Context: an optimization exercise on an open-source flow, tuned for small area and a short achievable clock period. The choices shown serve that exercise and are no tape-out recipe. RTL that was checked went through simulation tests only; none was proved equivalent to the original. Power and IR drop assume default switching activity.

==> flow/design.v (excerpt) <==
module RegularFuzzification(
  input        clock,
  input        reset,
  input        io_start,
  input  [9:0] io_inputs_0,
  input  [9:0] io_inputs_1,
  output       io_outResultValid,
  output [6:0] io_outResult
);
Size in the first run: ~790 cells after synthesis, about 92 flip-flops, ~31 I/O pins.
Settings: LEC_CHECK=0, CAP_MARGIN=20, CORE_MARGIN=2, CORE_UTILIZATION=40, SETUP_SLACK_MARGIN=4.0, SLEW_MARGIN=20; clock period 8.0 ns.
run.sh (not shown) runs the stock make flow with config.mk's settings and CLKGATE_MAP_FILE= SYNTH_SCRIPT=/design/flow/synth_recipe.tcl, a recipe that flattens the netlist after the stock synthesis.
Edit:
--- a/flow/design.v
+++ b/flow/design.v
@@ -30,38 +30,35 @@
                    ({7{a67}} & (7'd38 - x7));                    
   wire [6:0] x2i = ({7{a1}}  & (x7 + 7'd78))     | ({7{a3}}  & (x7 + 7'd56)) |
                    ({7{a78}} & (x7 + 7'd12))     | ({7{a2 || xk}} & 7'd100);   
   wire [1:0] ii  = {xe, xc};
   wire hxgi = (xi < 10'd100) || (xc && xi < 10'd250) || (xe && xi < 10'd525);
   wire hxei = (xi == 10'd100) || (xi == 10'd250) || (xd && !xe) || (xi == 10'd525);
   wire ya = yi > 8'd20,  yb = yi > 8'd40,  yc = yi > 8'd60,  yd = yi > 8'd80,
        ye = yi > 8'd100, yf = yi > 8'd120, yg = yi > 8'd140, yh = yi > 8'd160;
   wire [1:0] ji  = {yd, yb} == 2'b11 ? {1'b1, yf} : {1'b0, yb};
   wire s1 = ya && !yb, s2 = yc && !yd, s3 = ye && !yf, s4 = yg && !yh;
   wire [6:0] y5  = {yi[4:0], 2'b00} + yi[6:0];               
-  wire [6:0] ky2 = ({7{s1}} & 7'd28) | ({7{s2}} & 7'd84) | ({7{s3}} & 7'd12) | ({7{s4}} & 7'd68);
-  wire [6:0] ky1 = ({7{s1}} & 7'd73) | ({7{s2}} & 7'd17) | ({7{s3}} & 7'd89) | ({7{s4}} & 7'd33);
-  wire       ysl = s1 || s2 || s3 || s4;
-  wire [6:0] y2s = y5 + ky2;                                
-  wire [6:0] y1s = ~y5 + ky1;                               
-  wire [6:0] y2i = ({7{ysl}} & y2s) | ({7{yh}} & 7'd100);
-  wire [6:0] y1i = ({7{ysl}} & y1s) | ({7{!ysl && !yh}} & 7'd100);
-  wire hyei = (yi == 8'd30) || (yi == 8'd70) || (yi == 8'd110) || (yi == 8'd150);
-  wire hygi = !yh && !hyei && !(s1 && yi > 8'd30) && !(s2 && yi > 8'd70) &&
-              !(s3 && yi > 8'd110) && !(s4 && yi > 8'd150);
-  reg [6:0] X1, X2, Y1, Y2;
-  reg       i1, i0, j1, j0, hxg, hxe, hyg, hye;
+  wire [6:0] y2i = ({7{s1}} & (y5 + 7'd28)) | ({7{s2}} & (y5 + 7'd84)) |
+                   ({7{s3}} & (y5 + 7'd12)) | ({7{s4}} & (y5 + 7'd68)) |
+                   ({7{yh}} & 7'd100);                      
+  wire       yp  = !(s1 || s2 || s3 || s4 || yh);           
+  reg [6:0] X1, X2, Y2;
+  reg       i1, i0, j1, j0, hxg, hxe;
   always @(posedge clock) if (io_start) begin
     X1 <= x1i;  X2 <= x2i;  {i1, i0} <= ii;  hxg <= hxgi; hxe <= hxei;
-    Y1 <= y1i;  Y2 <= y2i;  {j1, j0} <= ji;  hyg <= hygi; hye <= hyei;
-  end
+    Y2 <= y2i;  {j1, j0} <= ji;
+  end
+  wire [6:0] Y1  = 7'd100 - Y2;
+  wire       hyg = Y2 < 7'd50;
+  wire       hye = Y2 == 7'd50;
   wire g11 = gt7(X1, Y1);
   wire g12 = gt7(X1, Y2);
   wire g21 = gt7(X2, Y1);
   wire g22 = gt7(X2, Y2);
   wire a_X1 = (i1 && j1 && !g12 && hxg) ||
       (i1 && j1 && j0 && !g11 && hxg) ||
       (i1 && j1 && j0 && g11 && !g12);
   wire a_X2 = (i1 && !j1 && j0 && !g22) ||
       (i1 && j1 && !g21 && !hxg) ||
       (i1 && j1 && !j0 && !g22 && !hxg) ||
       (i1 && j1 && !j0 && !g21 && g22);
Result: Critical path depth is lower by 7; final cell count rises by 2.9%; synthesized area is lower by 1.6%; total power came out higher by about 9%; sequential cell count shrinks by 8; clock skew drops by 0.0031 ns; non-clock buffer count is higher by 10; worst setup slack improved by 0.11 ns; wire length increases by 8.5%; via count rose by about 8%.
The RTL of the first run of this note was laid out without a check of its function.

Setup of old:
The RTL this note starts from:
==> flow/design.v <==
module RegularFuzzification(
  input        clock,
  input        reset,
  input        io_start,
  input  [9:0] io_inputs_0,
  input  [9:0] io_inputs_1,
  output       io_outResultValid,
  output [6:0] io_outResult
);
  function gt7(input [6:0] a, input [6:0] b);
    integer i;
    reg g;
    begin
      g = 1'b0;
      for (i = 0; i < 7; i = i + 1)
        g = (a[i] & ~b[i]) | (~(~a[i] & b[i]) & g);
      gt7 = g;
    end
  endfunction
  wire [9:0] xi = io_inputs_0;
  wire [7:0] yi = io_inputs_1[7:0];
  wire xa = xi > 10'd50,  xb = xi > 10'd150, xc = xi > 10'd200, xd = xi > 10'd300,
       xe = xi > 10'd350, xf = xi > 10'd450, xg = xi > 10'd500, xh = xi > 10'd550,
       xk = xi > 10'd600;
  wire a1 = xa && !xb, a2 = xb && !xc, a3 = xc && !xd, a5 = xe && !xf, a67 = xf && !xh,
       a78 = xg && !xk;
  wire [6:0] x7 = xi[6:0];
  wire [6:0] x1i = ({7{!xa}} & 7'd100)          | ({7{a1}}  & (7'd22 - x7)) |
                   ({7{a3}}  & (7'd44 - x7))     | ({7{a5}}  & (x7 + 7'd34)) |
                   ({7{a67}} & (7'd38 - x7));                    
  wire [6:0] x2i = ({7{a1}}  & (x7 + 7'd78))     | ({7{a3}}  & (x7 + 7'd56)) |
                   ({7{a78}} & (x7 + 7'd12))     | ({7{a2 || xk}} & 7'd100);   
  wire [1:0] ii  = {xe, xc};
  wire hxgi = (xi < 10'd100) || (xc && xi < 10'd250) || (xe && xi < 10'd525);
  wire hxei = (xi == 10'd100) || (xi == 10'd250) || (xd && !xe) || (xi == 10'd525);
  wire ya = yi > 8'd20,  yb = yi > 8'd40,  yc = yi > 8'd60,  yd = yi > 8'd80,
       ye = yi > 8'd100, yf = yi > 8'd120, yg = yi > 8'd140, yh = yi > 8'd160;
  wire [1:0] ji  = {yd, yb} == 2'b11 ? {1'b1, yf} : {1'b0, yb};
  wire s1 = ya && !yb, s2 = yc && !yd, s3 = ye && !yf, s4 = yg && !yh;
  wire [2:0] ty  = yi[4:2] + {s3 || s4, s1 || s3, 1'b1};
  wire [4:0] ti  = {ty, yi[1:0]};
  wire [6:0] t5i = {ti, 2'b00} + {2'b00, ti};
  wire [6:0] y2i = ({7{s1 || s2 || s3 || s4}} & t5i) | ({7{yh}} & 7'd100);
  reg [6:0] X1, X2, Y2;
  reg       i1, i0, j1, j0, hxg, hxe;
  always @(posedge clock) if (io_start) begin
    X1 <= x1i;  X2 <= x2i;  {i1, i0} <= ii;  hxg <= hxgi; hxe <= hxei;
    Y2 <= y2i;  {j1, j0} <= ji;
  end
  wire [6:0] Y1  = 7'd100 - Y2;
  wire       hyg = Y2 < 7'd50;
  wire       hye = Y2 == 7'd50;
  wire g11 = gt7(X1, Y1);
  wire g12 = gt7(X1, Y2);
  wire g21 = gt7(X2, Y1);
  wire g22 = gt7(X2, Y2);
  wire a_X1 = (i1 && j1 && !g12 && hxg) ||
      (i1 && j1 && j0 && !g11 && hxg) ||
      (i1 && j1 && j0 && g11 && !g12);
  wire a_X2 = (i1 && !j1 && j0 && !g22) ||
      (i1 && j1 && !g21 && !hxg) ||
      (i1 && j1 && !j0 && !g22 && !hxg) ||
      (i1 && j1 && !j0 && !g21 && g22);
  wire a_Y1 = (i1 && j1 && j0 && !g11 && g21) ||
      (i1 && j1 && g21 && hyg) ||
      (i1 && j1 && j0 && g11 && hyg);
  wire a_Y2 = (i1 && !j1 && j0 && g22) ||
      (i1 && j1 && !j0 && g12 && !g22) ||
      (i1 && j1 && g12 && !hyg) ||
      (i1 && j1 && !j0 && g22 && !hyg);
  wire n_X1 = (!j1 && !j0 && !g11 && hxg) ||
      (!i0 && !j1 && j0 && !g11) ||
      (!i1 && i0 && j1 && j0 && !g11) ||
      (!i1 && i0 && j1 && !g12 && !g22) ||
      (!i0 && !j1 && !g12 && !g22) ||
      (!i0 && j1 && !j0 && !g11 && g12);
  wire n_X2 = (i0 && !j1 && j0 && !g21) ||
      (!j1 && !j0 && !g21 && !hxg) ||
      (!i0 && j1 && j0 && !g21) ||
      (i0 && !j1 && !j0 && g21 && !g22) ||
      (!i0 && j1 && g11 && g21) ||
      (!i1 && i0 && !j1 && j0 && !g22) ||
      (!i1 && i0 && j1 && !j0 && !g21 && g22) ||
      (!i0 && j1 && !g12 && hxg) ||
      (!i1 && i0 && !j1 && !g12 && !g21);
  wire n_Y1 = (i1 && !j1 && j0 && g21) ||
      (i0 && !j1 && !j0 && g11 && !g21) ||
      (i0 && !j1 && g21 && hyg) ||
      (!i0 && !j0 && !g22 && hyg) ||
      (!i0 && !j1 && !j0 && !g11 && !g12) ||
      (!i1 && i0 && j1 && !j0 && !g11 && g21) ||
      (!i0 && !j1 && !g22 && hyg) ||
      (!i0 && j1 && j0 && g21 && hyg) ||
      (!i0 && j1 && !j0 && !g21 && !hyg) ||
      (!i1 && i0 && j1 && j0 && g11 && hyg);
  wire n_Y2 = (!i0 && j1 && !g11 && !hyg) ||
      (!i1 && i0 && j1 && !g21 && hxg && !hyg) ||
      (!i1 && i0 && !j1 && !g11 && g21 && !hyg) ||
      (!i0 && !j1 && g12 && !hyg) ||
      (!i1 && i0 && j1 && !j0 && g12 && !g22) ||
      (i1 && !j1 && !j0 && g22 && !hyg) ||
      (!i0 && j1 && !j0 && !g11 && !g12);
  wire n_c0 = (i1 && j0) ||
      (j1 && j0 && hyg) ||
      (i1 && !hxg && !hxe) ||
      (i0 && j1 && !j0 && !g22) ||
      (!i0 && j1 && !j0 && g21) ||
      (j1 && j0 && hye) ||
      (i0 && !j1 && !j0 && !hxg && !hxe && hyg) ||
      (i1 && g21) ||
      (i0 && j1 && j0 && !g11) ||
      (!i0 && j1 && j0 && !g21) ||
      (i0 && !j1 && !j0 && g21 && hye);
  wire n_c1 = (i1) ||
      (i0 && !j1 && j0) ||
      (i0 && j1 && !j0 && g22) ||
      (j1 && j0 && g11 && g21) ||
      (i0 && !j1 && g21 && !g22) ||
      (i0 && j0 && !g21 && !hyg && !hye) ||
      (!i0 && j1 && j0 && g21 && !g22) ||
      (i0 && !j1 && !g11 && !hyg && !hye) ||
      (!i0 && j1 && j0 && g22 && !hyg && !hye);
  wire o_X1 = (i0 && !j1 && !g12) ||
      (i1 && j1 && !j0 && !g11) ||
      (!i0 && j1 && j0 && !g11) ||
      (i0 && !j1 && j0 && !g11) ||
      (!i0 && j1 && !g12 && !g22) ||
      (i0 && j1 && !j0 && !g21 && g22) ||
      (i0 && j1 && !j0 && !g11 && g12);
  wire o_X2 = (!i0 && !j1 && !g22) ||
      (!i1 && i0 && j1 && !g12 && !g22) ||
      (!i1 && i0 && j1 && j0 && !g21) ||
      (!i0 && !j1 && j0 && !g21) ||
      (!i0 && j1 && !j0 && !g21 && g22);
  wire o_Y1 = (i1 && j1 && !j0 && g11) ||
      (i0 && !j1 && j0 && g11 && hyg) ||
      (!i0 && j1 && !j0 && g21 && g22) ||
      (i0 && j1 && !j0 && g11 && !g21) ||
      (!i0 && !j1 && j0 && !g12 && hyg) ||
      (!i0 && j1 && j0 && !g22 && hyg) ||
      (!i1 && i0 && j1 && j0 && g21 && hyg);
  wire o_Y2 = (i0 && !j1 && !j0 && g12) ||
      (!i0 && !j1 && !j0 && g22) ||
      (!i0 && j1 && g12 && !hyg) ||
      (i0 && !j1 && g12 && !hyg) ||
      (!i1 && i0 && j1 && g22 && !hyg) ||
      (!i0 && !j1 && g22 && !hyg) ||
      (!i0 && j1 && !j0 && !g21 && !g22) ||
      (!i1 && i0 && j1 && !j0 && !g12 && g22);
  wire o_c3 = (i1) ||
      (i0 && j1 && j0) ||
      (i0 && j1 && g21);
  function [6:0] pick(input s1, input s2, input s3, input s4,
                      input [6:0] a, input [6:0] b, input [6:0] c, input [6:0] d);
    pick = ({7{s1}} & a) | ({7{s2}} & b) | ({7{s3}} & c) | ({7{s4}} & d);
  endfunction
  wire [6:0] ov = pick(o_X1, o_X2, o_Y1, o_Y2, X1, X2, Y1, Y2);
  wire [6:0] nv = pick(n_X1, n_X2, n_Y1, n_Y2, X1, X2, Y1, Y2);
  wire [6:0] av = pick(a_X1, a_X2, a_Y1, a_Y2, X1, X2, Y1, Y2);
  reg [6:0] rov, rnv;
  reg       ro3;
  reg [1:0] rnk;
  always @(posedge clock) if (io_start) begin
    rov <= ov;
    ro3 <= o_c3;
    rnv <= nv;
    rnk <= {n_c1, n_c0};
  end
  reg [6:0] rov2;
  reg       ro32;
  always @(posedge clock) if (io_start) begin
    rov2 <= rov;
    ro32 <= ro3;
  end
  wire [1:0] ok = {ro32, 1'b1};
  wire       take_new = gt7(rnv, rov2) || (rnv == rov2 && rnk < ok);
  wire [6:0] bv = take_new ? rnv : rov2;
  wire [1:0] bk = take_new ? rnk : ok;
  wire       a_wins = gt7(av, bv);
  reg  [6:0] wv;
  reg  [1:0] wk;
  always @(posedge clock) if (io_start) begin
    wv <= a_wins ? 7'd0 : bv;
    wk <= a_wins ? 2'd1 : (bv == 7'd0) ? 2'd0 : bk;
  end
  reg  [6:0] wv2;
  reg  [1:0] wk2;
  always @(posedge clock) if (io_start) begin
    wv2 <= wv;
    wk2 <= wk;
  end
  wire [6:0] m22 = g22 ? Y2 : X2;                  
  wire r24gt = i1 && i0 && j1 && j0 && gt7(m22, wv2);
  wire a_won = (wv2 == 7'd0) && (wk2 != 2'd0);
  wire [2:0] fin = (a_won || r24gt) ? 3'd4 : {1'b0, wk2};
  reg [2:0] f1, f2, f3, f4;
  always @(posedge clock) if (io_start) begin
    f1 <= fin;
    f2 <= f1;
    f3 <= f2;
    f4 <= f3;
  end
  assign io_outResultValid = 1'b0;
  assign io_outResult = io_start ? {4'd0, f4} : 7'd0;
endmodule
Settings: LEC_CHECK=0, ABC_AREA=1, CAP_MARGIN=20, CORE_MARGIN=2, CORE_UTILIZATION=40, CTS_BUF_LIST=sky130_fd_sc_hd__clkbuf_4 sky130_fd_sc_hd__clkbuf_8, CTS_CLUSTER_SIZE=30, SETUP_SLACK_MARGIN=4.1, SLEW_MARGIN=20; clock period 8.0 ns.
Modified inputs, new compared to old
-- flow/design.v --
<<< old, line 177
  wire [6:0] bv = take_new ? rnv : rov2;
  wire [1:0] bk = take_new ? rnk : ok;
  wire       a_wins = gt7(av, bv);
  reg  [6:0] wv;
  reg  [1:0] wk;
  always @(posedge clock) if (io_start) begin
    wv <= a_wins ? 7'd0 : bv;
    wk <= a_wins ? 2'd1 : (bv == 7'd0) ? 2'd0 : bk;
  end
  reg  [6:0] wv2;
  reg  [1:0] wk2;
  always @(posedge clock) if (io_start) begin
    wv2 <= wv;
    wk2 <= wk;
  end
  wire [6:0] m22 = g22 ? Y2 : X2;                  
  wire r24gt = i1 && i0 && j1 && j0 && gt7(m22, wv2);
  wire a_won = (wv2 == 7'd0) && (wk2 != 2'd0);
  wire [2:0] fin = (a_won || r24gt) ? 3'd4 : {1'b0, wk2};
  reg [2:0] f1, f2, f3, f4;
  always @(posedge clock) if (io_start) begin
>>> new, line 177
  wire [6:0] bv = take_new ? rnv : rov2;
  wire [1:0] bk = take_new ? rnk : ok;
  reg  [6:0] wv;
  reg  [2:0] wi;
  always @(posedge clock) if (io_start) begin
    wv <= bv;
    wi <= gt7(av, bv) ? 3'd4 : (bv == 7'd0) ? 3'd0 : {1'b0, bk};
  end
  reg  [6:0] wv2;
  reg  [2:0] wi2;
  always @(posedge clock) if (io_start) begin
    wv2 <= wv;
    wi2 <= wi;
  end
  wire r24gt = i1 && i0 && j1 && j0 && gt7(X2, wv2) && gt7(Y2, wv2);
  wire [2:0] fin = (wi2[2] || r24gt) ? 3'd4 : wi2;
  reg [2:0] f1, f2, f3, f4;
  always @(posedge clock) if (io_start) begin
==> notes.md <==
- Summary of new over old: layout sequential cell count moved up, via count of the first global-routing pass shows a reduction of 108.
- new vs old: routed wire length up
- Side by side, worst setup slack turned out lower in new than in old.
- new vs old: sum of buffers and inverters on the critical path down in new
- Between old and new, the flow reports synthesized cell count decreasing by a few percent.
- [new] number of logic inverters in the finished layout fell about 2.7% relative to old
- Global-route usage delta for new relative to old: 0.71 points higher
- The clock network fraction of design power number comes out higher for new vs old.
- Of old and new, new shows the lower area of all placed cells without fillers, with old above it.
- Combinational power ended up about 10% lower on new than on old.
- old -> new: non-filler instance count after layout decreased by a few percent
- new vs old — compound-cell area share of the yosys netlist rose 0.90 points.
- When the final numbers for old and new were put side by side, the synthesis-to-layout area growth turned out to be greater in old.
For old, only the layout was checked, not whether the RTL still works.

## static timing again, ports no longer ideal
In the flow no input, the clock included, has a driving cell. The finished layouts below were timed again as built, in two steps. Step 1: set_driving_cell puts a clkbuf_16 on clock and a buf_2 on each other input, an assumption about the parent block. Step 2 adds t to the input delays and takes it off the output delays; t is the mean of the earliest and latest rising clock arrival at the registers after step 1. Input paths then give back, and output paths get back, about the clock's delay inside the block. a / b / c = ideal ports / drivers / drivers and shift; a / b = the first two.
run | t, ns | setup WS [ns] | worst setup path after step 2
the first run of note 1 | 0.393 | 3.965 / 3.962 / 3.570 | input to register
the second run of note 1 | 0.392 | 4.076 / 4.078 / 3.704 | input to register
old | 0.402 | 4.140 / 4.103 / 3.733 | input to register
new | 0.415 | 4.070 / 4.079 / 3.663 | input to register
After both steps every run listed still meets setup and hold.
